From an optimization exercise on the open Yosys and OpenROAD flow, aimed at small area and a short achievable clock period; shortcuts taken in it are not production practice. No functional check of the RTL was part of this run. Power is estimated from default activity; no workload was simulated.

==> design.v <==
`timescale 1ns / 1ps
module max_norm_3_axes #(
        parameter int DATA_LEN  = 16,
        parameter int DATA_MSB  = 12
    )(
        input   logic [DATA_LEN-1:0]    i_data_x,
        input   logic [DATA_LEN-1:0]    i_data_y,
        input   logic [DATA_LEN-1:0]    i_data_z,
        output  logic [DATA_MSB-1:0]    o_data_max_norm
    );
    logic [DATA_MSB-1:0] abs_x, abs_y, abs_z;
    assign abs_x = i_data_x[DATA_LEN-1] ? DATA_MSB'(-i_data_x[DATA_MSB-1:0]) : i_data_x[DATA_MSB-1:0];
    assign abs_y = i_data_y[DATA_LEN-1] ? DATA_MSB'(-i_data_y[DATA_MSB-1:0]) : i_data_y[DATA_MSB-1:0];
    assign abs_z = i_data_z[DATA_LEN-1] ? DATA_MSB'(-i_data_z[DATA_MSB-1:0]) : i_data_z[DATA_MSB-1:0];
    logic [DATA_MSB-1:0] max_xy;
    assign max_xy = (abs_y > abs_x) ? abs_y : abs_x;
    assign o_data_max_norm = (abs_z > max_xy) ? abs_z : max_xy;
endmodule
module div_row #(
        parameter int K = 1      
    )(
        input   logic [K-1:0]   i_rem,   
        input   logic [15:0]    i_div,
        output  logic           o_q,
        output  logic [K-1:0]   o_rem
    );
    logic [K:0] diff;
    assign diff = {1'b0, i_rem} - {1'b0, i_div[K-1:0]};
    generate
        if (K < 16) begin : g_part
            assign o_q = ~diff[K] & ~|i_div[15:K];
        end else begin : g_full
            assign o_q = ~diff[K];
        end
    endgenerate
    assign o_rem = o_q ? diff[K-1:0] : i_rem;
endmodule
`timescale 1ns / 1ps
module crash_detection #(
        parameter int HISTORY_LEN = 16,  
        parameter int NA = 4             
    )(
        input   logic           clk,
        input   logic           arst_n,
        input   logic           i_state_rst,
        input   logic           i_sensors_valid,
        input   logic [15:0]    i_gps,
        input   logic [15:0]    i_accel_z,
        input   logic [15:0]    i_accel_y,
        input   logic [15:0]    i_accel_x,
        input   logic [15:0]    i_gyro_z,
        input   logic [15:0]    i_gyro_y,
        input   logic [15:0]    i_gyro_x,
        input   logic [15:0]    i_delta,
        input   logic [31:0]    ireg_speed_threshold,
        input   logic [31:0]    ireg_non_fatal_accel_threshold,
        input   logic [31:0]    ireg_fatal_accel_threshold,
        input   logic [31:0]    ireg_angle_threshold,
        input   logic [31:0]    ireg_angle_in_motion_threshold,
        input   logic [31:0]    ireg_angular_speed_threshold,
        output  logic [1:0]     o_state,
        output  logic           o_non_fatal_intr,
        output  logic           o_fatal_intr
    );
    logic [4:0] cnt;
    always_ff @(posedge clk or negedge arst_n) begin
        if (~arst_n)                cnt <= '0;
        else if (i_state_rst)       cnt <= '0;
        else if (i_sensors_valid & ~cnt[4])    cnt <= cnt + 5'd1;
    end
    logic v0, v15;               
    assign v0  = |cnt;
    assign v15 = cnt[4];
    logic [11:0] acc_in;
    logic [15:0] gyr_in;
    max_norm_3_axes #(.DATA_LEN(16), .DATA_MSB(12)) u_accel_max_norm (
        .i_data_x(i_accel_x), .i_data_y(i_accel_y), .i_data_z(i_accel_z),
        .o_data_max_norm(acc_in)
    );
    max_norm_3_axes #(.DATA_LEN(16), .DATA_MSB(16)) u_gyro_max_norm (
        .i_data_x(i_gyro_x), .i_data_y(i_gyro_y), .i_data_z(i_gyro_z),
        .o_data_max_norm(gyr_in)
    );
    logic [15:0] gps0;
    always_ff @(posedge clk or negedge arst_n) begin
        if (~arst_n)                gps0 <= '0;
        else if (i_state_rst)       gps0 <= '0;
        else if (i_sensors_valid)   gps0 <= i_gps;
    end
    logic [15:0] dividend;
    assign dividend = i_gps - gps0;
    logic [15:0] qa;
    logic [15:0] rem_a [0:NA];
    assign rem_a[0] = '0;
    genvar j;
    generate
        for (j = 0; j < NA; j++) begin : g_rows_a
            logic [j:0] rin, rout;
            if (j == 0) begin : g_first
                assign rin = dividend[15];
            end else begin : g_next
                assign rin = {rem_a[j][j-1:0], dividend[15-j]};
            end
            div_row #(.K(j+1)) u_row (.i_rem(rin), .i_div(i_delta), .o_q(qa[15-j]), .o_rem(rout));
            assign rem_a[j+1] = 16'(rout);
        end
    endgenerate
    assign qa[15-NA:0] = '0;
    logic [NA-1:0]      p_q;         
    logic [NA-1:0]      p_rem;       
    logic [15-NA:0]     p_lo;        
    logic [15:0]        p_div;       
    logic               p_zero;      
    always_ff @(posedge clk) begin
        if (i_sensors_valid) begin
            p_q   <= qa[15:16-NA];
            p_rem <= rem_a[NA][NA-1:0];
            p_lo  <= dividend[15-NA:0];
            p_div <= i_delta;
        end
    end
    always_ff @(posedge clk or negedge arst_n) begin
        if (~arst_n)                p_zero <= 1'b1;
        else if (i_state_rst)       p_zero <= 1'b1;
        else if (i_sensors_valid)   p_zero <= ~|i_delta;
    end
    logic [15:0] qb;
    logic [15:0] rem_b [NA:16];
    assign rem_b[NA] = 16'(p_rem);
    generate
        for (j = NA; j < 16; j++) begin : g_rows_b
            logic [j:0] rin, rout;
            assign rin = {rem_b[j][j-1:0], p_lo[15-j]};
            div_row #(.K(j+1)) u_row (.i_rem(rin), .i_div(p_div), .o_q(qb[15-j]), .o_rem(rout));
            assign rem_b[j+1] = 16'(rout);
        end
    endgenerate
    logic [15:0] spd0;
    assign spd0 = p_zero ? 16'd0 : {p_q, qb[15-NA:0]};
    logic [15:0] h_spd [1:15];
    logic [11:0] h_acc [0:15];
    logic [15:0] h_gyr [0:15];
    always_ff @(posedge clk) begin
        if (i_sensors_valid) begin
            h_spd[1] <= spd0;
            h_acc[0] <= acc_in;
            h_gyr[0] <= gyr_in;
            for (int i = 2; i < 16; i++) h_spd[i] <= h_spd[i-1];
            for (int i = 1; i < 16; i++) begin
                h_acc[i] <= h_acc[i-1];
                h_gyr[i] <= h_gyr[i-1];
            end
        end
    end
    logic [11:0] acc0, acc15;
    logic [15:0] gyr0, gyr15, spd15;
    assign acc0  = v0  ? h_acc[0]  : 12'd0;
    assign gyr0  = v0  ? h_gyr[0]  : 16'd0;
    assign acc15 = v15 ? h_acc[15] : 12'd0;
    assign gyr15 = v15 ? h_gyr[15] : 16'd0;
    assign spd15 = v15 ? h_spd[15] : 16'd0;
    logic [18:0] s_acc, s_gyr, s_spd;
    always_ff @(posedge clk or negedge arst_n) begin
        if (~arst_n) begin
            s_acc <= '0;
            s_gyr <= '0;
            s_spd <= '0;
        end else if (i_state_rst) begin
            s_acc <= '0;
            s_gyr <= '0;
            s_spd <= '0;
        end else if (i_sensors_valid) begin
            s_acc <= s_acc + 19'(acc0) - 19'(acc15);
            s_gyr <= s_gyr + 19'(gyr0) - 19'(gyr15);
            s_spd <= s_spd + 19'(spd0) - 19'(spd15);
        end
    end
    logic [18:0] sum_acc, sum_gyr, sum_spd;
    assign sum_acc = s_acc + 19'(acc0);
    assign sum_gyr = s_gyr + 19'(gyr0);
    assign sum_spd = s_spd + 19'(spd0);
    logic [14:0] avg_accel, avg_gyro, avg_speed;
    assign avg_accel = sum_acc[18:4];
    assign avg_gyro  = sum_gyr[18:4];
    assign avg_speed = sum_spd[18:4];
    localparam logic [1:0] SAFE = 2'b00, NON_FATAL = 2'b01, FATAL = 2'b10;
    logic speed_hi, fatal_acc, nonfatal_acc, angle;
    assign speed_hi     = {17'd0, avg_speed} >= ireg_speed_threshold;
    assign fatal_acc    = {17'd0, avg_accel} >  ireg_fatal_accel_threshold;
    assign nonfatal_acc = {17'd0, avg_accel} >  ireg_non_fatal_accel_threshold;
    assign angle        = {17'd0, avg_gyro}  >  ireg_angle_threshold;
    logic [1:0] state, state_next;
    always_comb begin
        state_next = state;
        if (state == SAFE) begin
            if (speed_hi & (fatal_acc | angle))
                state_next = FATAL;
            else if (~speed_hi & (nonfatal_acc | angle))
                state_next = NON_FATAL;
        end
    end
    always_ff @(posedge clk or negedge arst_n) begin
        if (~arst_n)            state <= SAFE;
        else if (i_state_rst)   state <= SAFE;
        else                    state <= state_next;
    end
    assign o_state          = state;
    assign o_non_fatal_intr = state[0];
    assign o_fatal_intr     = state[1];
endmodule
==> run.sh <==
#!/bin/bash
# synth_recipe.tcl (not shown) runs the flow's synth.tcl, then flattens the netlist and writes it again
# the make line also repeats each setting of config.mk as NAME=value (left out here)
make -C /OpenROAD-flow-scripts/flow DESIGN_CONFIG=/design/flow/config.mk WORK_HOME=/design/flow/orfs CLKGATE_MAP_FILE= SYNTH_SCRIPT=/design/flow/synth_recipe.tcl finish
==> config.mk <==
export PLATFORM = sky130hd
export DESIGN_NAME = crash_detection
export DESIGN_NICKNAME = crash_detection
export VERILOG_FILES = /design/flow/design.v
export SDC_FILE = /design/flow/constraint.sdc
export NUM_CORES = 4
export LEC_CHECK = 0
export CAP_MARGIN = 20
export CORE_MARGIN = 2
export CORE_UTILIZATION = 45
export PLACE_DENSITY = 0.6
export SLEW_MARGIN = 20
==> constraint.sdc <==
create_clock -name core_clock -period 50.0 [get_ports {clk}]
set_input_delay 10.0000 -clock core_clock [delete_from_list [all_inputs] [get_ports {clk}]]
set_output_delay 10.0000 -clock core_clock [all_outputs]
set_load 0.01 [all_outputs]
==> impl_metrics.yaml <==
run_status:
  status: "no timing/DRC/antenna violations"
clock_network:
  cts_tree: "yes"
  cts_setup_buffers: 0
  cts.repair.resized: 0
  cts_root_buf: "clkbuf_16"
  cts_buffer_depth: 3
  worstSkewPairLatency_ns: 0.66
  clk_pin_slew_worst_paths_ns: 0.06
  numCtsBuffers: 86
  clock_sinks: 805
  htreeDepth: 3
  cts_hold_buf: 0
sta:
  slew_headroom_pct: 29.1
  tightest_slew_ns: 1.06
  min_period_ns: 32.60
  setup_viol: 0
  fmax_mhz: 30.7
  drv_slew: 0
  hold_violations: 0
  period_share_pct: 65.2
  setup_tns_ns: 0
  rsz0062_at_grt: "no"
  finalClockSkew_ns: 0.0260
critical_path:
  slowest_delay_ns: 0.76
  path_max_fanout: 16
  crit_path_top_delay_cell: "o21ai_1"
  start_kind: "register"
  cpMostUsedCell: "a21oi_1"
  cp.arrival_ns: 33.15
  required_ns: 50.55
  r2r_cells: 118
  endpoint_kind: "register"
  critPathKind: "reg -> reg"
global_routing:
  grt-ovfl-total: 0
  grtUsageTotal_pct: 18.8
  grt_pass1_wl_mm: 145
  grt_max_degree: 119
  grt_pass1_vias: 26636
  antenna_found_initial: 8
cells_and_area:
  final_area_um2: 49700
  nets: 4534
  nFillCells: 8102
  area_delta_synth_final_pct: 16.1
  final_cell_mix: "edfxtp_1 (724), ha_1 (361), nor2_1 (271), clkdlybuf4s50_1 (251), inv_1 (228)"
  stdcell_count: 5165
  final_common_cell: "edfxtp_1"
  layout-drive-gt1-share_pct: 6.16
  finalCoreUtilization_pct: 52.5
synthesis:
  ys_ff_latch: 805
  async_reset_ff_share_pct: 10.1
  syn_nets: 4228
  avgSynthCellArea_um2: 12.1
  synthCells: 3522
  syn-cell-area_um2: 42800
  ys.flop_type: "edfxtp_1"
  seq_area_frac_synth_pct: 55.6
  yosysWarnings: 6
  yosysUniqueCellTypes: 87
  synth_edf_count: 724
route:
  route.detailed.wl_per_inst_um: 17.9
  drc: 0
  via_count: 27623
  dr.pass1.iters: 5
  avgViaCountPerCell: 5.35
  ant_nets: 0
  routed_wl_mm: 92.6
  drt_iter0_markers: 1877
floorplanning:
  rows: 113
  core_area_um2: 94600
  start_util_pct: 45.2
  die_x_um: 312
  die_y_um: 312
  die-area_um2: 97500
  io_pins: 328
placed_design:
  portBuffers: 254
  hpwlAfterDp_mm: 68.0
  dp.cells: 5004
  gp_congestion: 0.871
  place_area_um2: 46800
hold_path:
  hp-class: "reg -> reg"
  whs_path_depth: 0
power:
  p_leak_nw: 19.8
  power_density_nw_per_um2: 43.9
  max-vdd-ir-drop_mv: 0.0305
job:
  max_cap_violations: 0
-- per-stage QoR --
step / hold WS, ns / setup slack (ns) / total power, mW
after floorplan: 0.400 / 23.79 / 1.38
after global placement: 0.400 / 17.59 / 1.56
after detailed placement: 0.405 / 17.49 / 1.57
after CTS: 0.398 / 17.36 / 2.20
after global routing: 0.399 / 14.65 / 2.33
final: 0.397 / 17.40 / 2.18
-- area by class of cell --
type | instances | area [µm²] | area share, %
clock buffer | 103 | 2250 | 4.52
timing repair buffer | 280 | 2760 | 5.55
sequential | 805 | 23800 | 47.9
multi-input combinational | 2426 | 17900 | 36.0
tap | 1265 | 1580 | 3.19
clock inverter | 56 | 544 | 1.10
inverter | 229 | 860 | 1.73
antenna | 1 | 2.50 | 0.00504
-- final timing paths --
path	startpoint	end	slack (ns)
setup / recovery	p_div[1]$_DFFE_PP_	s_spd[17]$_DFFE_PN0P_	17.40
setup reg to reg	p_div[1]$_DFFE_PP_	s_spd[17]$_DFFE_PN0P_	17.40
hold / removal	h_spd[8][8]$_DFFE_PP_	h_spd[9][8]$_DFFE_PP_	0.40
min in group asynchronous	arst_n	s_spd[16]$_DFFE_PN0P_	9.31
hold reg to reg	h_spd[8][8]$_DFFE_PP_	h_spd[9][8]$_DFFE_PP_	0.40
max in group asynchronous	arst_n	cnt[4]$_DFFE_PN0P_	39.46
-- critical path, delay by kind of cell (launching register included) --
family	cells	cell delay, ns
mux	3	1.28
compound gates	63	17.75
simple gates	26	5.77
xor+xnor	2	0.55
buf+inv	9	1.29
flops	1	0.35
fa+ha+maj	15	5.41
-- cell families after synthesis --
logic type / synth area share (%)
AND/OR/NAND/NOR: 10.6
flip-flops: 55.6
AO/OA/AOI/OAI: 12.0
adder cells (fa/ha/maj): 11.5
buffers and inverters: 2.60
XOR/XNOR: 4.98
multiplexers: 2.71
-- metal layers --
metal  GRT usage, %  up-vias  share of wire, %
met5              0        -             0.073
met2           28.8      567                44
li1               -    13752                 -
met3           3.08      125               5.2
met1           27.6    13169                49
met4           5.42       10               2.1
-- state kept, by name (all words and copies together), names as in the netlist --
name    count
cnt         5
gps0       16
h_acc     192
h_gyr     256
h_spd     240
p_div      16
p_lo       12
p_q         4
p_rem       4
p_zero      1
s_acc      19
s_gyr      19
s_spd      19
state       2
-- power by group --
group          internal [mW]  switching [mW]
sequential             0.806          0.0320
clock                  0.357           0.264
combinational          0.322           0.401
total                   1.48           0.697
-- cells in the mapped netlist, types with 32 or more instances --
| cell type | instances | area [µm²] |
|---|---|---|
| o21ai_0 | 160 | 801 |
| edfxtp_1 | 724 | 21700 |
| nand3_1 | 44 | 220 |
| a211oi_1 | 36 | 270 |
| nor2b_1 | 88 | 551 |
| xor2_1 | 87 | 762 |
| nor4_1 | 37 | 231 |
| o31ai_1 | 38 | 285 |
| dfrtp_1 | 80 | 2000 |
| nand4_1 | 32 | 200 |
| a21o_1 | 89 | 668 |
| mux2i_1 | 81 | 811 |
| ha_1 | 361 | 4520 |
| clkbuf_1 | 44 | 165 |
| o21a_1 | 73 | 548 |
| nand2b_1 | 49 | 307 |
| a21oi_1 | 181 | 906 |
| inv_1 | 229 | 860 |
| nor3_1 | 60 | 300 |
| nor2_1 | 272 | 1020 |
| nand2_1 | 203 | 762 |
| xnor2_1 | 156 | 1370 |

static timing again, ports no longer ideal:
No port has a modelled driver above. Below, the same layout with a new extraction and two added sets of constraints.
Step 1 assumes that a clkbuf_16 drives the clock port and a buf_2 every other input.
Step 2 times the ports against the registers' clock, not the clock port: input delays grow and output delays shrink by t, the midpoint of the rising clock arrivals with the driver on.
Slacks: no drivers / after step 1 / after step 2; pairs: no drivers / after step 1.
t, ns: 0.715
slack for setup (ns): 17.396 / 17.396 / 17.396
worst setup path after step 2: register to register
latest minus earliest clock arrival (ns): 0.030 / 0.030
slew at the worst register clock pin (ns): 0.06 / 0.06
After both steps this run still meets setup and hold. For this run, drivers alone change the setup slack by 0.000 ns; drivers and shift together by 0.000 ns.
